Background: an optimization exercise with open tools, aiming at small area. Do not read the settings as production practice. Where RTL was checked, it was by simulation tests only, not by an equivalence proof against the original. Function not checked in run 1: the RTL went through the layout flow alone.

==> flow/design.v, too long to show whole: its modules and the start of the top module <==
// module dglk_filt_core: 1904 lines
// module dglk_fa: 4 lines
// module dglk_ha: 4 lines
// module dglk_ppb: 3 lines
// module dglk_pid_core: 2314 lines
// module DgLk_LockChannel: 70 lines
module DgLk_LockChannel (
    input  wire        i_clkp,
    input  wire        i_rstn,
    input  wire [15:0] i_a0,      
    input  wire [15:0] i_adc,     
    input  wire [15:0] i_rt,      
    input  wire [15:0] i_k0,      
    input  wire [15:0] i_k1,      
    input  wire [15:0] i_k2,      
    input  wire [4:0]  i_shift,   
    input  wire [31:0] i_min,     
    input  wire [31:0] i_max,     
    output wire [15:0] o_filt,    
    output wire [31:0] o_ut       
);
  // ...
==> flow/run.sh <==
#!/bin/bash
# synth_recipe.tcl (not shown) runs the flow's synth.tcl, then flattens the netlist and writes it again
# the make line also repeats each setting of config.mk as NAME=value (left out here)
make -C /OpenROAD-flow-scripts/flow DESIGN_CONFIG=/design/flow/config.mk WORK_HOME=/design/flow/orfs CLKGATE_MAP_FILE= SYNTH_SCRIPT=/design/flow/synth_recipe.tcl finish
==> flow/config.mk <==
export PLATFORM = sky130hd
export DESIGN_NAME = DgLk_LockChannel
export DESIGN_NICKNAME = DgLk_LockChannel
export VERILOG_FILES = /design/flow/design.v
export SDC_FILE = /design/flow/constraint.sdc
export NUM_CORES = 4
export LEC_CHECK = 0
export CAP_MARGIN = 20
export CORE_MARGIN = 2
export CORE_UTILIZATION = 60
export PLACE_DENSITY = 0.7
export SLEW_MARGIN = 20
export SYNTH_HIERARCHICAL = 1
export SYNTH_MINIMUM_KEEP_SIZE = 0
==> flow/constraint.sdc <==
create_clock -name core_clock -period 5.5 [get_ports {i_clkp}]
set_input_delay 1.1000 -clock core_clock [delete_from_list [all_inputs] [get_ports {i_clkp}]]
set_output_delay 1.1000 -clock core_clock [all_outputs]
set_load 0.01 [all_outputs]
==> flow_summary_export.csv, run 1 <==
group,metric,value,unit
worst_setup_path,critPathTopFamily,"adder cells",
floorplanning,num_rows,107,
grt,grt_pass1_vias,39459,
detailed_routing,wl_met1,64200,um
worst_setup_path,crit_required,6.06,ns
logic_synthesis,yosys_warnings,7,
worst_setup_path,cpMostUsedCell,"fa_2",
placed_design,pre_cts_slack,-0.478,ns
timing,fin_crit,5.91,ns
layout,antennaDiodeCount,0,
layout,dominant_cells,"multi-input gates",
timing,finalSetupViolCount,12,
worst_setup_path,critPathArrivalTime,6.47,ns
layout,flops_and_latches,599,
worst_setup_path,critPathCapture,"y5[8]",
worst_setup_path,critPathKind,"reg2reg",
grt,grt_use_met3,6.91,%
timing,tns,-2.60,ns
floorplanning,die_x,298,um
clock_tree,cts_sinks,599,
clock_tree,clk_pin_slew,0.07,ns
clock_tree,cts_buffer_depth,3,
status,so.violations,"setup timing",
detailed_routing,wl_met3,13300,um
worst_setup_path,critical_path_depth,22,
logic_synthesis,syn_inst,4337,
grt,grt_pass1_wl,234000,um
clock_tree,post-cts-setup-buffers,17,
detailed_routing,wl_per_cell,24.7,um
clock_tree,cts_tree,"yes",
detailed_routing,firstDrtPassIters,5,
logic_synthesis,syn_area,51800,um2
grt,gr-max-usage-layer,"met2",
status,outcome,"finished with violations",
detailed_routing,first_iter_violations,3556,
timing,setup_slack,-0.410,ns
logic_synthesis,avgSynthCellArea,11.9,um2
==> module DgLk_LockChannel, before the edit <==
module DgLk_LockChannel (
    input  wire        i_clkp,
    input  wire        i_rstn,
    input  wire [15:0] i_a0,      
    input  wire [15:0] i_adc,     
    input  wire [15:0] i_rt,      
    input  wire [15:0] i_k0,      
    input  wire [15:0] i_k1,      
    input  wire [15:0] i_k2,      
    input  wire [4:0]  i_shift,   
    input  wire [31:0] i_min,     
    input  wire [31:0] i_max,     
    output wire [15:0] o_filt,    
    output wire [31:0] o_ut       
);
reg [2:0] cnt;
always @(posedge i_clkp or negedge i_rstn)
  if (!i_rstn)          cnt <= 3'd0;
  else if (cnt != 3'd7) cnt <= cnt + 3'd1;
reg  [15:0] a0_r, adc_r;             
reg  [15:0] y1, y2, y3, y4, y5;      
reg  [15:0] y0;                      
wire [15:0] ynew;                    
dglk_filt_core u_filt (.a0(a0_r), .adc(adc_r), .y(y0), .ynew(ynew));
always @(posedge i_clkp) begin
  a0_r <= i_a0;  adc_r <= i_adc;
  y5 <= ynew; y4 <= y5; y3 <= y4; y2 <= y3; y1 <= y2;
end
always @(posedge i_clkp or negedge i_rstn)
  if (!i_rstn) y0 <= 16'd0;
  else         y0 <= (cnt[2] & cnt[1]) ? y1 : 16'd0;
assign o_filt = y0;
reg  [15:0] k0_r, k1_r, k2_r;        
reg  [4:0]  shift_r;                 
reg  [15:0] e1, e2, e3, e4;          
reg  [31:0] fs, fc;                  
reg  [31:0] d1, d2, d3, d4, d5, d6, d7;    
reg  [31:0] r1, r2;                  
wire [31:0] fs_n, fc_n;
dglk_pid_core u_pid (.e0(e2), .e1(e3), .e2(e4), .k0(k0_r), .k1(k1_r), .k2(k2_r),
                     .fs(fs), .fc(fc), .fs_n(fs_n), .fc_n(fc_n));
wire [31:0] f     = fs + {fc[30:0], 1'b0};
wire [63:0] f_ext = {{32{f[31]}}, f};
wire [63:0] f_sh  = f_ext >> shift_r;
wire [31:0] sv = (cnt == 3'd7) ? d7 : 32'd0;
wire signed [31:0] s_sv = sv, s_min = i_min, s_max = i_max;
reg  [31:0] lim;
always @* begin
  if (s_min > s_max)                        lim = 32'd0;
  else if (i_min == 32'd0 && i_max == 32'd0) lim = sv;
  else if (s_sv < s_min)                    lim = i_min;
  else if (s_sv > s_max)                    lim = i_max;
  else                                      lim = sv;
end
always @(posedge i_clkp) begin
  k0_r <= i_k0; k1_r <= i_k1; k2_r <= i_k2; shift_r <= i_shift;
  d1 <= f_sh[31:0]; d2 <= d1; d3 <= d2; d4 <= d3; d5 <= d4; d6 <= d5; d7 <= d6;
end
always @(posedge i_clkp or negedge i_rstn)
  if (!i_rstn) begin
    e1 <= 16'd0; e2 <= 16'd0; e3 <= 16'd0; e4 <= 16'd0;
    fs <= 32'd0; fc <= 32'd0;
    r1 <= 32'd0; r2 <= 32'd0;
  end else begin
    e1 <= i_rt - y0; e2 <= e1; e3 <= e2; e4 <= e3;
    fs <= fs_n; fc <= fc_n;
    r1 <= lim; r2 <= r1;
  end
assign o_ut = r2;
endmodule
==> run 2: changes to the inputs <==
--- a/flow/design.v
+++ b/flow/design.v
@@ -1,14 +1,16 @@
 `timescale 1ns / 1ps
 module dglk_filt_core (
     input  wire [15:0] a0,
     input  wire [15:0] adc,
     input  wire [15:0] y,
-    output wire [15:0] ynew
+    output wire [15:0] ra,
+    output wire [15:0] rb,
+    output wire rc
 );
 wire n1;
 wire n2;
 wire n3;
 wire n4;
 wire n5;
 wire n6;
 wire n7;
@@ -950,130 +952,16 @@
 wire s943;
 wire c944;
 wire s945;
 wire c946;
 wire s947;
 wire c948;
 wire s949;
 wire c950;
-wire n951;
-wire n952;
-wire n953;
-wire n954;
-wire n955;
-wire n956;
-wire n957;
-wire n958;
-wire n959;
-wire n960;
-wire n961;
-wire n962;
-wire n963;
-wire n964;
-wire n965;
-wire n966;
-wire n967;
-wire n968;
-wire n969;
-wire n970;
-wire n971;
-wire n972;
-wire n973;
-wire n974;
-wire n975;
-wire n976;
-wire n977;
-wire n978;
-wire n979;
-wire n980;
-wire n981;
-wire n982;
-wire n983;
-wire n984;
-wire n985;
-wire n986;
-wire n987;
-wire n988;
-wire n989;
-wire n990;
-wire n991;
-wire n992;
-wire n993;
-wire n994;
-wire n995;
-wire n996;
-wire n997;
-wire n998;
-wire n999;
-wire n1000;
-wire n1001;
-wire n1002;
-wire n1003;
-wire n1004;
-wire n1005;
-wire n1006;
-wire n1007;
-wire n1008;
-wire n1009;
-wire n1010;
-wire n1011;
-wire n1012;
-wire n1013;
-wire n1014;
-wire n1015;
-wire n1016;
-wire n1017;
-wire n1018;
-wire n1019;
-wire n1020;
-wire n1021;
-wire n1022;
-wire n1023;
-wire n1024;
-wire n1025;
-wire n1026;
-wire n1027;
-wire n1028;
-wire n1029;
-wire n1030;
-wire n1031;
-wire n1032;
-wire n1033;
-wire n1034;
-wire n1035;
-wire n1036;
-wire n1037;
-wire n1038;
-wire n1039;
-wire n1040;
-wire n1041;
-wire n1042;
-wire n1043;
-wire n1044;
-wire n1045;
-wire n1046;
-wire n1047;
-wire n1048;
-wire n1049;
-wire n1050;
-wire n1051;
-wire n1052;
-wire n1053;
-wire n1054;
-wire n1055;
-wire n1056;
-wire n1057;
-wire n1058;
-wire n1059;
-wire n1060;
-wire n1061;
-wire n1062;
-wire n1063;
-wire n1064;
 assign n1 = a0[1] & ~a0[0];
 assign n2 = a0[2] ^ a0[1];
 assign n3 = (a0[3] & ~a0[2] & ~a0[1]) | (~a0[3] & a0[2] & a0[1]);
 assign n4 = a0[4] ^ a0[3];
 assign n5 = (a0[5] & ~a0[4] & ~a0[3]) | (~a0[5] & a0[4] & a0[3]);
 assign n6 = a0[6] ^ a0[5];
 assign n7 = (a0[7] & ~a0[6] & ~a0[5]) | (~a0[7] & a0[6] & a0[5]);
 assign n8 = a0[8] ^ a0[7];
@@ -1782,131 +1670,255 @@
 dglk_fa fa194 (.a(n159), .b(n311), .c(s935), .s(s937), .co(c938));
 dglk_fa fa195 (.a(c928), .b(s937), .c(c930), .s(s939), .co(c940));
 dglk_ha ha34 (.a(c932), .b(s939), .s(s941), .co(c942));
 dglk_fa fa196 (.a(p176), .b(p328), .c(c936), .s(s943), .co(c944));
 dglk_fa fa197 (.a(s943), .b(c938), .c(c940), .s(s945), .co(c946));
 assign s947 = ~(n178 ^ n330);
 assign c948 = n178 | n330;
 dglk_ha ha35 (.a(s947), .b(c944), .s(s949), .co(c950));
-assign n951 = s695 & n665;
-assign n952 = s695 | n665;
-assign n953 = s695 ^ n665;
-assign n954 = s723 & s725;
-assign n955 = s723 | s725;
-assign n956 = s723 ^ s725;
-assign n957 = c726 & s753;
-assign n958 = c726 | s753;
-assign n959 = c726 ^ s753;
-assign n960 = c754 & s781;
-assign n961 = c754 | s781;
-assign n962 = c754 ^ s781;
-assign n963 = c782 & s805;
-assign n964 = c782 | s805;
-assign n965 = c782 ^ s805;
-assign n966 = c806 & s829;
-assign n967 = c806 | s829;
-assign n968 = c806 ^ s829;
-assign n969 = c830 & s849;
-assign n970 = c830 | s849;
-assign n971 = c830 ^ s849;
-assign n972 = c850 & s869;
-assign n973 = c850 | s869;
-assign n974 = c850 ^ s869;
-assign n975 = c870 & s885;
-assign n976 = c870 | s885;
-assign n977 = c870 ^ s885;
-assign n978 = c886 & s901;
-assign n979 = c886 | s901;
-assign n980 = c886 ^ s901;
-assign n981 = c902 & s913;
-assign n982 = c902 | s913;
-assign n983 = c902 ^ s913;
-assign n984 = c914 & s925;
-assign n985 = c914 | s925;
-assign n986 = c914 ^ s925;
-assign n987 = c926 & s933;
-assign n988 = c926 | s933;
-assign n989 = c926 ^ s933;
-assign n990 = c934 & s941;
-assign n991 = c934 | s941;
-assign n992 = c934 ^ s941;
-assign n993 = c942 & s945;
-assign n994 = c942 | s945;
-assign n995 = c942 ^ s945;
-assign n996 = c946 & s949;
-assign n997 = c946 | s949;
-assign n998 = c946 ^ s949;
-assign n999 = n951 | (n952 & n497);
-assign n1000 = n954 | (n955 & n999);
-assign n1001 = n960 | (n961 & n957);
-assign n1002 = n961 & n958;
-assign n1003 = n966 | (n967 & n963);
-assign n1004 = n967 & n964;
-assign n1005 = n972 | (n973 & n969);
-assign n1006 = n973 & n970;
-assign n1007 = n978 | (n979 & n975);
-assign n1008 = n979 & n976;
-assign n1009 = n984 | (n985 & n981);
-assign n1010 = n985 & n982;
-assign n1011 = n990 | (n991 & n987);
-assign n1012 = n991 & n988;
-assign n1013 = n996 | (n997 & n993);
-assign n1014 = n997 & n994;
-assign n1015 = n957 | (n958 & n1000);
-assign n1016 = n1001 | (n1002 & n1000);
-assign n1017 = n969 | (n970 & n1003);
-assign n1018 = n970 & n1004;
-assign n1019 = n1005 | (n1006 & n1003);
-assign n1020 = n1006 & n1004;
-assign n1021 = n981 | (n982 & n1007);
-assign n1022 = n982 & n1008;
-assign n1023 = n1009 | (n1010 & n1007);
-assign n1024 = n1010 & n1008;
-assign n1025 = n993 | (n994 & n1011);
-assign n1026 = n994 & n1012;
-assign n1027 = n1013 | (n1014 & n1011);
-assign n1028 = n1014 & n1012;
-assign n1029 = n963 | (n964 & n1016);
-assign n1030 = n1003 | (n1004 & n1016);
-assign n1031 = n1017 | (n1018 & n1016);
-assign n1032 = n1019 | (n1020 & n1016);
-assign n1033 = n987 | (n988 & n1023);
-assign n1034 = n988 & n1024;
-assign n1035 = n1011 | (n1012 & n1023);
-assign n1036 = n1012 & n1024;
-assign n1037 = n1025 | (n1026 & n1023);
-assign n1038 = n1026 & n1024;
-assign n1039 = n1027 | (n1028 & n1023);
-assign n1040 = n1028 & n1024;
-assign n1041 = n975 | (n976 & n1032);
-assign n1042 = n1007 | (n1008 & n1032);
-assign n1043 = n1021 | (n1022 & n1032);
-assign n1044 = n1023 | (n1024 & n1032);
-assign n1045 = n1033 | (n1034 & n1032);
-assign n1046 = n1035 | (n1036 & n1032);
-assign n1047 = n1037 | (n1038 & n1032);
-assign n1048 = n1039 | (n1040 & n1032);
-assign n1049 = n953 ^ n497;
-assign n1050 = n956 ^ n999;
-assign n1051 = n959 ^ n1000;
-assign n1052 = n962 ^ n1015;
-assign n1053 = n965 ^ n1016;
-assign n1054 = n968 ^ n1029;
-assign n1055 = n971 ^ n1030;
-assign n1056 = n974 ^ n1031;
-assign n1057 = n977 ^ n1032;
-assign n1058 = n980 ^ n1041;
-assign n1059 = n983 ^ n1042;
-assign n1060 = n986 ^ n1043;
-assign n1061 = n989 ^ n1044;
-assign n1062 = n992 ^ n1045;
-assign n1063 = n995 ^ n1046;
-assign n1064 = n998 ^ n1047;
-assign ynew = {n1064, n1063, n1062, n1061, n1060, n1059, n1058, n1057, n1056, n1055, n1054, n1053, n1052, n1051, n1050, n1049};
+assign ra = {c946, c942, c934, c926, c914, c902, c886, c870, c850, c830, c806, c782, c754, c726, s723, s695};
+assign rb = {s949, s945, s941, s933, s925, s913, s901, s885, s869, s849, s829, s805, s781, s753, s725, n665};
+assign rc = n497;
+endmodule
+module dglk_filt_add (
+    input  wire [15:0] ra,
+    input  wire [15:0] rb,
+    input  wire rc,
+    output wire [15:0] ynew
+);
+wire n1;
+wire n2;
+wire n3;
+wire n4;
+wire n5;
+wire n6;
+wire n7;
+wire n8;
+wire n9;
+wire n10;
+wire n11;
+wire n12;
+wire n13;
+wire n14;
+wire n15;
+wire n16;
+wire n17;
+wire n18;
+wire n19;
+wire n20;
+wire n21;
+wire n22;
+wire n23;
+wire n24;
+wire n25;
+wire n26;
+wire n27;
+wire n28;
+wire n29;
+wire n30;
+wire n31;
+wire n32;
+wire n33;
+wire n34;
+wire n35;
+wire n36;
+wire n37;
+wire n38;
+wire n39;
+wire n40;
+wire n41;
+wire n42;
+wire n43;
+wire n44;
+wire n45;
+wire n46;
+wire n47;
+wire n48;
+wire n49;
+wire n50;
+wire n51;
+wire n52;
+wire n53;
+wire n54;
+wire n55;
+wire n56;
+wire n57;
+wire n58;
+wire n59;
+wire n60;
+wire n61;
+wire n62;
+wire n63;
+wire n64;
+wire n65;
+wire n66;
+wire n67;
+wire n68;
+wire n69;
+wire n70;
+wire n71;
+wire n72;
+wire n73;
+wire n74;
+wire n75;
+wire n76;
+wire n77;
+wire n78;
+wire n79;
+wire n80;
+wire n81;
+wire n82;
+wire n83;
+wire n84;
+wire n85;
+wire n86;
+wire n87;
+wire n88;
+wire n89;
+wire n90;
+wire n91;
+wire n92;
+wire n93;
+wire n94;
+wire n95;
+wire n96;
+wire n97;
+wire n98;
+wire n99;
+wire n100;
+wire n101;
+wire n102;
+wire n103;
+wire n104;
+wire n105;
+wire n106;
+wire n107;
+wire n108;
+wire n109;
+wire n110;
+wire n111;
+wire n112;
+wire n113;
+wire n114;
+assign n1 = ra[0] & rb[0];
+assign n2 = ra[0] | rb[0];
+assign n3 = ra[0] ^ rb[0];
+assign n4 = ra[1] & rb[1];
+assign n5 = ra[1] | rb[1];
+assign n6 = ra[1] ^ rb[1];
+assign n7 = ra[2] & rb[2];
+assign n8 = ra[2] | rb[2];
+assign n9 = ra[2] ^ rb[2];
+assign n10 = ra[3] & rb[3];
+assign n11 = ra[3] | rb[3];
+assign n12 = ra[3] ^ rb[3];
+assign n13 = ra[4] & rb[4];
+assign n14 = ra[4] | rb[4];
+assign n15 = ra[4] ^ rb[4];
+assign n16 = ra[5] & rb[5];
+assign n17 = ra[5] | rb[5];
+assign n18 = ra[5] ^ rb[5];
+assign n19 = ra[6] & rb[6];
+assign n20 = ra[6] | rb[6];
+assign n21 = ra[6] ^ rb[6];
+assign n22 = ra[7] & rb[7];
+assign n23 = ra[7] | rb[7];
+assign n24 = ra[7] ^ rb[7];
+assign n25 = ra[8] & rb[8];
+assign n26 = ra[8] | rb[8];
+assign n27 = ra[8] ^ rb[8];
+assign n28 = ra[9] & rb[9];
+assign n29 = ra[9] | rb[9];
+assign n30 = ra[9] ^ rb[9];
+assign n31 = ra[10] & rb[10];
+assign n32 = ra[10] | rb[10];
+assign n33 = ra[10] ^ rb[10];
+assign n34 = ra[11] & rb[11];
+assign n35 = ra[11] | rb[11];
+assign n36 = ra[11] ^ rb[11];
+assign n37 = ra[12] & rb[12];
+assign n38 = ra[12] | rb[12];
+assign n39 = ra[12] ^ rb[12];
+assign n40 = ra[13] & rb[13];
+assign n41 = ra[13] | rb[13];
+assign n42 = ra[13] ^ rb[13];
+assign n43 = ra[14] & rb[14];
+assign n44 = ra[14] | rb[14];
+assign n45 = ra[14] ^ rb[14];
+assign n46 = ra[15] & rb[15];
+assign n47 = ra[15] | rb[15];
+assign n48 = ra[15] ^ rb[15];
+assign n49 = n1 | (n2 & rc);
+assign n50 = n4 | (n5 & n49);
+assign n51 = n10 | (n11 & n7);
+assign n52 = n11 & n8;
+assign n53 = n16 | (n17 & n13);
+assign n54 = n17 & n14;
+assign n55 = n22 | (n23 & n19);
+assign n56 = n23 & n20;
+assign n57 = n28 | (n29 & n25);
+assign n58 = n29 & n26;
+assign n59 = n34 | (n35 & n31);
+assign n60 = n35 & n32;
+assign n61 = n40 | (n41 & n37);
+assign n62 = n41 & n38;
+assign n63 = n46 | (n47 & n43);
+assign n64 = n47 & n44;
+assign n65 = n7 | (n8 & n50);
+assign n66 = n51 | (n52 & n50);
+assign n67 = n19 | (n20 & n53);
+assign n68 = n20 & n54;
+assign n69 = n55 | (n56 & n53);
+assign n70 = n56 & n54;
+assign n71 = n31 | (n32 & n57);
+assign n72 = n32 & n58;
+assign n73 = n59 | (n60 & n57);
+assign n74 = n60 & n58;
+assign n75 = n43 | (n44 & n61);
+assign n76 = n44 & n62;
+assign n77 = n63 | (n64 & n61);
+assign n78 = n64 & n62;
+assign n79 = n13 | (n14 & n66);
+assign n80 = n53 | (n54 & n66);
+assign n81 = n67 | (n68 & n66);
+assign n82 = n69 | (n70 & n66);
+assign n83 = n37 | (n38 & n73);
+assign n84 = n38 & n74;
+assign n85 = n61 | (n62 & n73);
+assign n86 = n62 & n74;
+assign n87 = n75 | (n76 & n73);
+assign n88 = n76 & n74;
+assign n89 = n77 | (n78 & n73);
+assign n90 = n78 & n74;
+assign n91 = n25 | (n26 & n82);
+assign n92 = n57 | (n58 & n82);
+assign n93 = n71 | (n72 & n82);
+assign n94 = n73 | (n74 & n82);
+assign n95 = n83 | (n84 & n82);
+assign n96 = n85 | (n86 & n82);
+assign n97 = n87 | (n88 & n82);
+assign n98 = n89 | (n90 & n82);
+assign n99 = n3 ^ rc;
+assign n100 = n6 ^ n49;
+assign n101 = n9 ^ n50;
+assign n102 = n12 ^ n65;
+assign n103 = n15 ^ n66;
+assign n104 = n18 ^ n79;
+assign n105 = n21 ^ n80;
+assign n106 = n24 ^ n81;
+assign n107 = n27 ^ n82;
+assign n108 = n30 ^ n91;
+assign n109 = n33 ^ n92;
+assign n110 = n36 ^ n93;
+assign n111 = n39 ^ n94;
+assign n112 = n42 ^ n95;
+assign n113 = n45 ^ n96;
+assign n114 = n48 ^ n97;
+assign ynew = {n114, n113, n112, n111, n110, n109, n108, n107, n106, n105, n104, n103, n102, n101, n100, n99};
 endmodule
 module dglk_fa (input wire a, input wire b, input wire c, output wire s, output wire co);
 assign s  = a ^ b ^ c;
 assign co = (a & b) | (c & (a ^ b));
 endmodule
 module dglk_ha (input wire a, input wire b, output wire s, output wire co);
 assign s  = a ^ b;
 assign co = a & b;
@@ -4245,23 +4257,28 @@
     output wire [15:0] o_filt,    
     output wire [31:0] o_ut       
 );
 reg [2:0] cnt;
 always @(posedge i_clkp or negedge i_rstn)
   if (!i_rstn)          cnt <= 3'd0;
   else if (cnt != 3'd7) cnt <= cnt + 3'd1;
 reg  [15:0] a0_r, adc_r;             
-reg  [15:0] y1, y2, y3, y4, y5;      
+reg  [15:0] y1, y2, y3, y4;          
 reg  [15:0] y0;                      
-wire [15:0] ynew;                    
-dglk_filt_core u_filt (.a0(a0_r), .adc(adc_r), .y(y0), .ynew(ynew));
+reg  [15:0] ra, rb;                  
+reg         rc;
+wire [15:0] ra_n, rb_n, ynew;
+wire        rc_n;
+dglk_filt_core u_filt (.a0(a0_r), .adc(adc_r), .y(y0), .ra(ra_n), .rb(rb_n), .rc(rc_n));
+dglk_filt_add  u_fadd (.ra(ra), .rb(rb), .rc(rc), .ynew(ynew));
 always @(posedge i_clkp) begin
   a0_r <= i_a0;  adc_r <= i_adc;
-  y5 <= ynew; y4 <= y5; y3 <= y4; y2 <= y3; y1 <= y2;
+  ra <= ra_n; rb <= rb_n; rc <= rc_n;
+  y4 <= ynew; y3 <= y4; y2 <= y3; y1 <= y2;
 end
 always @(posedge i_clkp or negedge i_rstn)
   if (!i_rstn) y0 <= 16'd0;
   else         y0 <= (cnt[2] & cnt[1]) ? y1 : 16'd0;
 assign o_filt = y0;
 reg  [15:0] k0_r, k1_r, k2_r;        
 reg  [4:0]  shift_r;                 
 reg  [15:0] e1, e2, e3, e4;          
==> run 2 against run 1 <==
The run now finishes clean. Core utilization fell by 3.6 points. Wire length barely moved. Highest routed layer unchanged.
==> flow_summary_export.csv, run 2 <==
group,metric,value,unit
layout,layout_commonest_cell,"xnor2_1",
grt,grt_pass1_vias,39058,
placed_design,port_buffers,214,
detailed_routing,firstDrtPassIters,5,
timing,rsz0062_at_grt,"no",
timing,worstMarginPinSlew,1.17,ns
detailed_routing,ant_nets,0,
timing,finalHoldViolations,0,
clock_tree,cts_sinks,616,
clock_tree,clk_pin_slew,0.06,ns
worst_setup_path,crit_required,6.00,ns
clock_tree,cts_hold_buf,0,
min_path,hold_class,"reg2reg",
clock_tree,post_cts_resized,0,
job,cap_violations,0,
status,outcome,"timing/DRC/antenna clean",
layout,antennaDiodeCount,0,
logic_synthesis,yosys_warnings,7,
worst_setup_path,critPathCaptureType,"flip-flop",
logic_synthesis,syn_inst,4395,
timing,period_share,97.9,%
detailed_routing,wirelength,151000,um
layout,drive_gt1_share,24.6,%
grt,grt_pass1_wl,234000,um
clock_tree,cts_buffers,69,
logic_synthesis,synth_nets,5406,
floorplanning,core_area,86800,um2
timing,fmaxAchievable,186,MHz
timing,finalHoldWorstSlack,0.306,ns
floorplanning,die_height,300,um
clock_tree,cts_tree,"yes",
grt,antenna_found_initial,1,
worst_setup_path,start_kind,"flip-flop",
timing,finalSetupViolCount,0,
floorplanning,die-area,89800,um2
placed_design,pre_cts_slack,0.252,ns
placed_design,place.gp.congestion,0.948,
logic_synthesis,syn_area,52400,um2
floorplanning,num_io_pins,215,
timing,clock_skew,0.0293,ns
logic_synthesis,avgSynthCellArea,11.9,um2
worst_setup_path,critPathArrivalTime,5.88,ns
clock_tree,clock-root-buffer,"clkbuf_16",
timing,tns,0,ns
detailed_routing,viasPerCell,6.27,
grt,globalRouteTotalUtil,34.4,%
detailed_routing,wl_per_cell,25.4,um
floorplanning,num_rows,108,
timing,setup_slack,0.117,ns
timing,slew_viol_final,0,
detailed_routing,via_count,37233,
layout,fill_cells,6565,
detailed_routing,drcViolationCount,0,
layout,post-route-util,69.1,%
clock_tree,clk-insertion-delay-late,0.65,ns
worst_setup_path,worstPathMaxFanout,9,
layout,seq_area,13400,um2
timing,relSlewSlack,21.8,%
grt,grt_max_degree,103,
clock_tree,h-tree-depth,3,
layout,area_growth,14.3,%
placed_design,dp_hpwl,118000,um
timing,fin_crit,5.38,ns
detailed_routing,first_iter_violations,3416,
grt,gr-total-overflow,0,
layout,layout_common_cells,"xnor2_1, a22oi_2, fa_1",
floorplanning,initial_core_util,60.5,%
floorplanning,die_x,300,um
worst_setup_path,critPathKind,"reg2reg",
layout,layout.nets,5743,
layout,multi_input_area,37500,um2
clock_tree,post-cts-setup-buffers,0,
clock_tree,cts_buffer_depth,3,
## run 2: worst max-delay path: stages (launching register included)
cell and delay (ns):
dfrtp_2 0.50, or2b_1 0.27, o22ai_2 0.59, buf_4 0.28, a22oi_2 0.07, xnor2_1 0.31, fa_1 0.50, fa_1 0.46
fa_1 0.41, fa_1 0.48, fa_1 0.42, fa_1 0.52, fa_1 0.42
## run 2: final timing paths
| path | slack, ns | cells past startpoint | endpoint | from |
|---|---|---|---|---|
| max in group asynchronous | 3.78 | 2 | e2[13] | i_rstn |
| min reg2reg | 0.31 | 0 | d7[14] | d6[14] |
| max reg2reg | 0.12 | 12 | fc[20] | e4[5] |
| min in group asynchronous | 0.48 | 1 | fs[1] | i_rstn |
| min | 0.31 | 0 | d7[14] | d6[14] |
| max | 0.12 | 12 | fc[20] | e4[5] |
## run 2: metal layers
metal  track usage (%)  wire length [um]  share of wire [%]
met1              47.9             63300                 42
met2              52.1             68200                 45
met3              8.05             13400                8.9
met4              13.6              6180                4.1
met5                 0                 0                  0
## run 2: layout make-up
cell class / instances / share of cell area (%)
multi-input combinational: 3337 / 62.6
sequential: 616 / 22.4
timing repair buffer: 454 / 6.80
clock buffer: 88 / 3.37
tap: 1155 / 2.41
inverter: 254 / 1.62
clock inverter: 39 / 0.852
## run 2: per-stage QoR
step	cell area (um2)	instances
final	59900	5943
after global routing	59900	5943
after CTS	59900	5943
after detailed placement	57400	5816
after global placement	57400	5816
after floorplan	53000	4395
==> run 3: changes to the inputs <==
--- a/flow/config.mk
+++ b/flow/config.mk
@@ -5,10 +5,11 @@
 export SDC_FILE = /design/flow/constraint.sdc
 export NUM_CORES = 4
 export LEC_CHECK = 0
-export CAP_MARGIN = 20
+export CAP_MARGIN = 5
 export CORE_MARGIN = 2
 export CORE_UTILIZATION = 60
+export CTS_BUF_LIST = sky130_fd_sc_hd__clkbuf_8
 export PLACE_DENSITY = 0.7
-export SLEW_MARGIN = 20
+export SLEW_MARGIN = 5
 export SYNTH_HIERARCHICAL = 1
 export SYNTH_MINIMUM_KEEP_SIZE = 0
==> run 3 against run 2 <==
Wire length barely moved. Synthesized cell count stayed put. Clock-buffer cell count grew 39. Non-clock buffer count did not move. Die area stayed put. Highest routed layer unchanged. Core utilization shrank 0.20 points. Setup slack lost 0.0078 ns. Worst hold slack lost 0.055 ns. Critical endpoint unchanged. Sequential cell count is the same. First-iteration DRC count shrank 3.9%.
==> flow_summary_export.csv, run 3 <==
group,metric,value,unit
status,outcome,"timing/DRC/antenna clean",
grt,globalRouteTotalUtil,34.3,%
floorplanning,num_rows,108,
logic_synthesis,syn_area,52400,um2
logic_synthesis,synth_nets,5406,
placed_design,dp_hpwl,118000,um
grt,grt_pass1_wl,234000,um
detailed_routing,drcViolationCount,0,
timing,worstMarginPinSlew,1.17,ns
detailed_routing,first_iter_violations,3284,
layout,layout.nets,5773,
detailed_routing,wirelength,151000,um
min_path,min_from,"d1[13]",
clock_tree,cts_buffers,99,
clock_tree,clk-insertion-delay-late,0.82,ns
clock_tree,cts_hold_buf,0,
detailed_routing,ant_nets,0,
layout,fill_cells,6611,
layout,final_cells,6002,
timing,clock_skew,0.0760,ns
timing,finalHoldWorstSlack,0.251,ns
timing,fmaxAchievable,186,MHz
clock_tree,cts_buffer_depth,3,
clock_tree,clk_pin_slew,0.07,ns
clock_tree,clock-root-buffer,"clkbuf_8",
layout,layout_commonest_cell,"xnor2_1",
grt,grt_pass1_vias,39102,
clock_tree,cts_sinks,616,
logic_synthesis,avgSynthCellArea,11.9,um2
worst_setup_path,critPathArrivalTime,6.03,ns
worst_setup_path,worstPathMaxFanout,9,
logic_synthesis,yosys_warnings,7,
floorplanning,core_area,86800,um2
worst_setup_path,critPathCaptureType,"flip-flop",
worst_setup_path,crit_required,6.14,ns
placed_design,place.gp.congestion,0.948,
timing,fin_crit,5.39,ns
timing,rsz0062_at_grt,"no",
detailed_routing,via_count,37347,
floorplanning,die_x,300,um
floorplanning,die-area,89800,um2
detailed_routing,firstDrtPassIters,5,
placed_design,placed_cells,5816,
worst_setup_path,cp-startpoint,"e4[5]",
layout,area_growth,13.9,%
grt,gr-total-overflow,0,
timing,period_share,98.0,%
placed_design,port_buffers,214,
grt,grt_max_degree,103,
timing,relSlewSlack,21.4,%
min_path,hold_class,"reg2reg",
layout,layout_common_cells,"xnor2_1, a22oi_2, fa_1",
grt,antenna_found_initial,2,
floorplanning,num_io_pins,215,
worst_setup_path,regToRegStartpoint,"e4[5]",
detailed_routing,viasPerCell,6.22,
worst_setup_path,critPathKind,"reg2reg",
timing,slew_viol_final,0,
worst_setup_path,start_kind,"flip-flop",
timing,finalHoldViolations,0,
layout,drive_gt1_share,25.2,%
clock_tree,cts_tree,"yes",
clock_tree,post-cts-setup-buffers,0,
job,cap_violations,0,
timing,finalSetupViolCount,0,
detailed_routing,wl_per_cell,25.2,um
floorplanning,initial_core_util,60.5,%
logic_synthesis,syn_inst,4395,
clock_tree,h-tree-depth,3,
floorplanning,die_height,300,um
clock_tree,post_cts_resized,0,
run 3: worst max-delay path, stage by stage, from the launching register on:
cell     delay, ns
dfrtp_2       0.51
or2b_1        0.27
o22ai_2       0.60
buf_4         0.28
a22oi_2       0.07
xnor2_1       0.31
fa_1          0.50
fa_1          0.46
fa_1          0.41
fa_1          0.48
fa_1          0.40
fa_1          0.51
fa_1          0.41
run 3: worst paths after layout:
check / to / cells past startpoint / slack [ns]
worst max-delay path: fc[20] / 12 / 0.11
worst min-delay path: d2[13] / 0 / 0.25
worst max register to register: fc[20] / 12 / 0.11
worst min register to register: d2[13] / 0 / 0.25
max in group asynchronous: e2[7] / 2 / 3.93
min in group asynchronous: e4[1] / 1 / 0.34
run 3: metal layers:
layer  part of all wire (%)  GRT usage, %  wire length [um]  vias to the layer above
met3                    8.4          7.71             12700                      309
met4                    3.9          13.3              5940                        0
met2                     45          52.1             68400                     1657
met1                     42          48.1             64300                    19116
met5                      0         0.212                 0                        -
li1                       -             -                 -                    16265
run 3: layout make-up:
class / count / area, um2 / area share (%)
antenna: 1 / 2.50 / 0.00419
clock buffer: 127 / 1750 / 2.93
clock inverter: 58 / 599 / 1.00
inverter: 254 / 968 / 1.62
multi-input combinational: 3337 / 37500 / 62.7
sequential: 616 / 13400 / 22.5
tap: 1155 / 1450 / 2.42
timing repair buffer: 454 / 4070 / 6.82
run 3: stage by stage:
step / setup slack [ns] / utilization [%] / TNS [ns] / area [um2]
6_report: 0.110 / 68.9 / 0 / 59800
5_1_grt: 0.0409 / 68.9 / 0 / 59800
4_1_cts: 0.181 / 68.9 / 0 / 59800
3_5_place_dp: 0.252 / 66.2 / 0 / 57400
3_3_place_gp: 0.366 / 66.2 / 0 / 57400
2_1_floorplan: -0.144 / - / -0.191 / 53000
==> run 4: changes to the inputs <==
==> flow/flow/run.sh (new file) <==
#!/bin/bash
# Layout with the standard flow (standard.sh, unchanged synthesis), plus:
#  - ports buffered with the smallest buffer instead of the default delay cell,
#  - power recovery after global routing, which sizes down gates off the critical paths.
# Each tool's output is in orfs/logs/; make's own output goes to flow_make.log here.
set -euo pipefail
bash standard.sh \
  "BUFFER_PORTS_ARGS=-buffer_cell sky130_fd_sc_hd__buf_1" \
  RECOVER_POWER=100 \
  finish > flow_make.log 2>&1
==> flow/standard.sh (new file) <==
#!/bin/bash
# synth_recipe.tcl (not shown) runs the flow's synth.tcl, then flattens the netlist and writes it again
# the make line also repeats each setting of config.mk as NAME=value (left out here)
make -C /OpenROAD-flow-scripts/flow DESIGN_CONFIG=/design/flow/config.mk WORK_HOME=/design/flow/orfs CLKGATE_MAP_FILE= SYNTH_SCRIPT=/design/flow/synth_recipe.tcl "${@:-finish}"
removed: flow/run.sh
==> run 4 against run 3 <==
The layout now fails its checks (capacitance limit, slew limit). Wire length shrank 1.5%. Clock skew shrank 0.0058 ns. Sequential cell count is the same. Synthesized area is the same. Non-clock buffer count grew 32. Largest cell class unchanged. Worst hold slack gained 0.057 ns. Critical path depth is the same.
==> flow_summary_export.csv, run 4 <==
group,metric,value,unit
timing,period_share,97.2,%
layout,layout_common_cells,"xnor2_1, a22oi_2, fa_1",
logic_synthesis,syn_area,52400,um2
worst_setup_path,critPathCaptureType,"flip-flop",
detailed_routing,via_count,37362,
clock_tree,clock-root-buffer,"clkbuf_8",
status,outcome,"finished with violations",
grt,met1_usage,47.5,%
detailed_routing,ant_nets,0,
timing,worstMarginPinSlew,2.14,ns
grt,grt_max_degree,79,
worst_setup_path,regToRegStartpoint,"e3[7]",
layout,stdcell_area,58300,um2
timing,fmaxAchievable,187,MHz
timing,rsz0062_at_grt,"no",
job,cap_violations,3,
logic_synthesis,avgSynthCellArea,11.9,um2
worst_setup_path,worstPathMaxFanout,9,
clock_tree,cts_buffer_depth,3,
placed_design,pre_cts_slack,0.322,ns
clock_tree,h-tree-depth,3,
logic_synthesis,syn_inst,4395,
grt,grt_use_met3,6.13,%
grt,gr-max-usage-layer,"met2",
timing,slew_viol_final,175,
worst_setup_path,crit_required,6.13,ns
worst_setup_path,start_kind,"flip-flop",
clock_tree,post-cts-setup-buffers,0,
layout,area_growth,11.1,%
timing,fin_crit,5.35,ns
floorplanning,initial_core_util,60.5,%
layout,multi_input_area,37400,um2
grt,gr-total-overflow,0,
grt,globalRouteTotalUtil,33.8,%
clock_tree,cts_tree,"yes",
timing,setup_slack,0.155,ns
worst_setup_path,cp-startpoint,"e3[7]",
detailed_routing,drcViolationCount,0,
clock_tree,cts_hold_buf,0,
logic_synthesis,yosys_warnings,7,
floorplanning,die-area,89800,um2
worst_setup_path,critPathArrivalTime,5.98,ns
clock_tree,cts_sinks,616,
clock_tree,clk_pin_slew,0.07,ns
clock_tree,post_cts_resized,0,
timing,clock_skew,0.0703,ns
grt,grt_pass1_wl,232000,um
logic_synthesis,synth_nets,5406,
status,so.violations,"capacitance limit, slew limit",
placed_design,post_dp_cell_area,56200,um2
grt,grt_pass1_vias,39024,
worst_setup_path,rrSetupSlack,0.15,ns
worst_setup_path,critPathCapture,"fc[20]",
min_path,hold_class,"reg2reg",
layout,layout.nets,5805,
placed_design,place.gp.congestion,0.960,
worst_setup_path,critPathKind,"reg2reg",
placed_design,dp_hpwl,117000,um
clock_tree,cts_buffers,99,
worst_setup_path,r2r_end,"fc[20]",
layout,layout_commonest_cell,"xnor2_1",
floorplanning,num_io_pins,215,
layout,fill_cells,6729,
detailed_routing,wirelength,149000,um
timing,finalHoldViolations,0,
timing,finalSetupViolCount,0,
floorplanning,num_rows,108,
floorplanning,die_x,300,um
worst_setup_path,worstRegToRegCells,12,
floorplanning,core_area,86800,um2
grt,grt.met2_usage,53.3,%
grt,antenna_found_initial,1,
detailed_routing,wl_per_cell,24.7,um
layout,drive_gt1_share,24.5,%
detailed_routing,firstDrtPassIters,5,
layout,seq_area,13400,um2
floorplanning,die_height,300,um
timing,relSlewSlack,-42.8,%
detailed_routing,first_iter_violations,3522,
clock_tree,clk-insertion-delay-late,0.81,ns
placed_design,port_buffers,214,
detailed_routing,viasPerCell,6.19,
run 4: layout make-up:
| type | count | area share, % |
|---|---|---|
| clock buffer | 117 | 2.76 |
| clock inverter | 68 | 1.12 |
| timing repair buffer | 486 | 4.79 |
| multi-input combinational | 3337 | 64.2 |
| antenna | 1 | 0.00429 |
| sequential | 616 | 23.0 |
| inverter | 254 | 1.66 |
| tap | 1155 | 2.48 |
run 4: metrics by stage:
stage / util, % / setup TNS (ns) / cells / hold WS [ns]
finish: 67.2 / 0 / 6034 / 0.309
global route: 67.2 / 0 / 6034 / 0.326
CTS: 67.4 / 0 / 6033 / 0.229
detailed placement: 64.8 / 0 / 5848 / 0.312
global placement: 64.8 / 0 / 5848 / 0.310
floorplan: - / -0.191 / 4395 / 0.310
run 4: per-layer routing:
layer / share of wire, % / wire length (um)
met1: 43 / 63500
met2: 47 / 69500
met3: 7.5 / 11100
met4: 3.3 / 4900
met5: 0 / 0
run 4: how the worst min path moves through the flow:
stage / depth (start not counted) / end / startpoint / slack, ns
after floorplan: 0 / d2[0] / d1[0] / 0.31
after global placement: 0 / y2[9] / y3[9] / 0.31
after detailed placement: 0 / d2[26] / d1[26] / 0.31
after CTS: 1 / e4[4] / i_rstn / 0.23
after global routing: 0 / d6[6] / d5[6] / 0.33
final: 0 / d2[29] / d1[29] / 0.31
run 4: critical path, cell delays in order, from the launching register on:
cell,delay (ns)
dfrtp_1,0.53
or2b_1,0.29
o22ai_2,0.51
buf_4,0.29
a22oi_2,0.08
xnor2_1,0.34
fa_1,0.52
fa_1,0.43
fa_1,0.40
fa_1,0.49
fa_1,0.41
fa_1,0.52
fa_1,0.41
==> run 5: changes to the inputs <==
==> flow/flow/run.sh (replaced) <==
#!/bin/bash
# Layout with the standard flow (standard.sh) and its unchanged synthesis, with one step
# added between synthesis and floorplan: downsize.py sets every combinational cell of the
# synthesized netlist to the smallest drive strength of its family (ABC's speed script sizes
# cells up before placement); the flow's own repair steps size up what timing needs.
# make's output is in flow_*.log here; each tool's log is in orfs/logs/.
set -euo pipefail
PORTS=()
if [[ -f flow/ports_buf1 ]]; then PORTS=("BUFFER_PORTS_ARGS=-buffer_cell sky130_fd_sc_hd__buf_1"); fi
bash standard.sh synth > flow_synth.log 2>&1
R=orfs/results/${FLOW_PLATFORM}/DgLk_LockChannel/base
python3 flow/downsize.py "$FLOW_HOME/platforms/${FLOW_PLATFORM}/lib/sky130_fd_sc_hd__tt_025C_1v80.lib" \
  "$R/1_2_yosys.v" > flow_downsize.log 2>&1
bash standard.sh "${PORTS[@]}" finish > flow_finish.log 2>&1
==> flow/flow/downsize.py (new file) <==
#!/usr/bin/env python3
"""Rewrites a synthesized netlist so that each combinational cell uses the
smallest-area drive strength of its family (same function, same pins).
Flip-flops, buffers and clock cells are left alone; the flow's timing repair
sizes up whatever needs it.  usage: downsize.py LIB NETLIST"""
import re, sys

lib, net = sys.argv[1], sys.argv[2]
text = open(lib).read()
area = {}
for m in re.finditer(r'cell \("(sky130_fd_sc_hd__\w+)"\)\s*\{', text):
    a = re.search(r'area\s*:\s*([\d.]+)', text[m.end():m.end() + 3000])
    if a:
        area[m.group(1)] = float(a.group(1))
dont = {'probe', 'lpflow'}
fam = {}
for c, a in area.items():
    m = re.match(r'(sky130_fd_sc_hd__[a-z0-9]+)_(\d+)$', c)
    if not m or any(d in c for d in dont):
        continue
    fam.setdefault(m.group(1), []).append((a, c))
keep = re.compile(r'sky130_fd_sc_hd__(df|sdf|edf|dl|buf|clk|conb|tap|fill|decap|bufbuf|bufinv|dly)')
s = open(net).read()
count = {}
def repl(m):
    c = m.group(0)
    f = re.match(r'(sky130_fd_sc_hd__[a-z0-9]+)_(\d+)$', c)
    if not f or keep.match(c) or f.group(1) not in fam:
        return c
    best = min(fam[f.group(1)])[1]
    if area.get(best, 1e9) < area.get(c, 0):
        count[(c, best)] = count.get((c, best), 0) + 1
        return best
    return c
s = re.sub(r'\bsky130_fd_sc_hd__[a-z0-9]+_\d+\b', repl, s)
open(net, 'w').write(s)
for (a, b), n in sorted(count.items()):
    print('%5d %s -> %s' % (n, a, b))
==> flow/flow/ports_buf1 (new file) <==
1
==> run 5 against run 4 <==
Synthesized area is 6.4% lower. Sequential share of layout area is 1.7 points higher. Core utilization hardly changed. Critical path type unchanged. Now clean on timing, DRC and antenna. Largest cell class unchanged.
==> flow_summary_export.csv, run 5 <==
group,metric,value,unit
status,outcome,"timing/DRC/antenna clean",
floorplanning,num_io_pins,215,
min_path,min_from,"d2[19]",
timing,worstMarginPinSlew,0.994,ns
worst_setup_path,cpMaxStageDelayCell,"dfrtp_2",
placed_design,port_buffers,214,
grt,grt_pass1_wl,227000,um
worst_setup_path,max_stage_delay,0.53,ns
detailed_routing,firstDrtPassIters,9,
logic_synthesis,syn_area,49100,um2
clock_tree,h-tree-depth,3,
layout,layout.nets,5765,
worst_setup_path,cpMostUsedCell,"fa_1",
clock_tree,cts_tree,"yes",
placed_design,place.gp.congestion,0.969,
worst_setup_path,worstRegToRegCells,12,
detailed_routing,drcViolationCount,0,
clock_tree,post-cts-setup-buffers,0,
detailed_routing,ant_nets,0,
clock_tree,clk_pin_slew,0.07,ns
timing,period_share,92.7,%
timing,fin_crit,5.10,ns
worst_setup_path,crit_required,6.15,ns
floorplanning,initial_core_util,60.8,%
logic_synthesis,synth_nets,5406,
floorplanning,num_rows,104,
placed_design,placed_cells,5711,
worst_setup_path,critPathKind,"reg2reg",
layout,post-route-util,67.2,%
detailed_routing,via_count,37683,
detailed_routing,wl_met2,65300,um
clock_tree,post_cts_resized,0,
layout,multi_input_area,33700,um2
grt,antenna_found_initial,3,
layout,area_growth,10.5,%
worst_setup_path,worstPathMaxFanout,13,
detailed_routing,wirelength,146000,um
layout,seq_area,13400,um2
worst_setup_path,rrSetupSlack,0.40,ns
detailed_routing,route.top_layer_used,"met5",
detailed_routing,wl_per_cell,24.8,um
logic_synthesis,avgSynthCellArea,11.2,um2
detailed_routing,wl_met3,15500,um
layout,final_cells,5902,
logic_synthesis,syn_inst,4395,
timing,finalHoldViolations,0,
worst_setup_path,cp_cell_sequence,"or2b_1 -> o22ai_1 -> buf_4 -> a22oi_1 -> xnor2_1 -> fa_1 -> fa_1 -> fa_1 -> fa_1 -> fa_1 -> fa_1 -> fa_1",
min_path,hold_end,"d3[19]",
detailed_routing,viasPerCell,6.38,
detailed_routing,first_iter_violations,4704,
timing,rsz0062_at_grt,"no",
grt,globalRouteTotalUtil,35.1,%
worst_setup_path,critPathCaptureType,"flip-flop",
placed_design,dp_hpwl,115000,um
worst_setup_path,r2r_end,"fc[18]",
timing,slew_viol_final,0,
grt,grt_pass1_vias,38683,
layout,layout_commonest_cell,"xnor2_1",
worst_setup_path,regToRegStartpoint,"e4[5]",
timing,clock_skew,0.0565,ns
worst_setup_path,critPathArrivalTime,5.75,ns
min_path,hold_class,"reg2reg",
logic_synthesis,yosys_warnings,7,
timing,finalSetupViolCount,0,
clock_tree,cts_buffer_depth,3,
floorplanning,die-area,84100,um2
grt,grt_max_degree,113,
detailed_routing,wl_met1,59400,um
timing,relSlewSlack,33.8,%
layout,drive_gt1_share,9.94,%
floorplanning,die_height,290,um
layout,fill_cells,6303,
clock_tree,cts_buffers,101,
floorplanning,die_x,290,um
clock_tree,clock-root-buffer,"clkbuf_8",
grt,gr-total-overflow,0,
clock_tree,cts_hold_buf,0,
min_path,hold-path-cell-count,0,
worst_setup_path,start_kind,"flip-flop",
timing,fmaxAchievable,196,MHz
layout,layout_common_cells,"xnor2_1, a22oi_1, fa_1",
clock_tree,clk-insertion-delay-late,0.79,ns
clock_tree,cts_sinks,616,
floorplanning,core_area,80800,um2
job,cap_violations,0,
[run 5: cell types whose count changed in the layout (fill, tap and decap cells not counted), sizes merged]
cell      delta
clkinv       -3
inv          +5
diode        +1
clkinvlp     -1
bufinv       -4
buf         -15
clkbuf      -20
[run 5: layer usage]
metal / GRT usage, % / vias to the layer above
li1: - / 16269
met1: 48.8 / 18824
met2: 53.0 / 2226
met3: 8.43 / 362
met4: 14.3 / 2
met5: 0.284 / -
[run 5: worst max-delay path: cells and delay by family, from the launching register on]
family                   cells  cell delay (ns)
AND/OR/NAND/NOR              1             0.27
adder cells (fa/ha/maj)      7             3.20
buffers and inverters        1             0.29
flip-flops                   1             0.53
AO/OA/AOI/OAI                2             0.40
XOR/XNOR                     1             0.28
[run 5: per-stage QoR]
stage	setup TNS (ns)	hold slack [ns]	instance area [um2]	setup slack (ns)
6_report	0	0.286	54300	0.399
5_1_grt	0	0.306	54300	0.217
4_1_cts	0	0.287	54300	0.457
3_5_place_dp	0	0.312	52000	0.467
3_3_place_gp	0	0.310	52000	0.518
2_1_floorplan	-0.0176	0.310	49300	-0.0176
[run 5: cell type report]
cell class | count | share of cell area [%]
multi-input cells | 3337 | 62.1
flip-flops and latches | 616 | 24.7
repair buffers | 444 | 4.81
clock buffers | 124 | 3.14
well taps | 1060 | 2.44
inverters | 254 | 1.78
clock inverters | 65 | 0.968
diodes | 2 | 0.00922
[run 5: how the worst max path moves through the flow]
stage | from | to | slack, ns | depth (start not counted)
3_5_place_dp | e4[5] | fc[16] | 0.47 | 12
5_1_grt | e4[3] | fc[19] | 0.22 | 12
4_1_cts | e4[3] | fc[18] | 0.46 | 12
2_1_floorplan | a0_r[3] | rb[2] | -0.02 | 12
6_report | e4[5] | fc[18] | 0.40 | 12
3_3_place_gp | e4[5] | fc[16] | 0.52 | 12

==> port drivers added, routing unchanged <==
The results above use ideal ports. As a check the final layouts listed here were re-extracted and re-timed, cells and wires unchanged. Step 1, drivers: a clkbuf_16 drives i_clkp and a buf_2 each remaining input, both assumed. Step 2 moves the port delays by t, midway between the first and last clock arrival at a register: inputs arrive t later, outputs are due t later. That takes back most of the time a late clock gives input paths. Three values: no drivers, after step 1, after step 2; two values: the first two.
| run | shift t [ns] | setup slack, ns | worst hold slack (ns) | worst setup path at the end | worst register clock-pin slew, ns |
|---|---|---|---|---|---|
| run 1 | 0.746 | -0.410 / -0.410 / -0.410 | 0.316 / 0.316 / 0.316 | register to register | 0.07 / 0.07 |
| run 2 | 0.703 | 0.117 / 0.117 / 0.117 | 0.306 / 0.306 / 0.306 | register to register | 0.07 / 0.07 |
| run 3 | 0.843 | 0.110 / 0.110 / 0.110 | 0.251 / 0.251 / 0.251 | register to register | 0.07 / 0.07 |
| run 4 | 0.847 | 0.155 / 0.155 / 0.155 | 0.309 / 0.309 / 0.309 | register to register | 0.08 / 0.08 |
| run 5 | 0.837 | 0.399 / 0.399 / 0.399 | 0.286 / 0.273 / 0.286 | register to register | 0.08 / 0.08 |
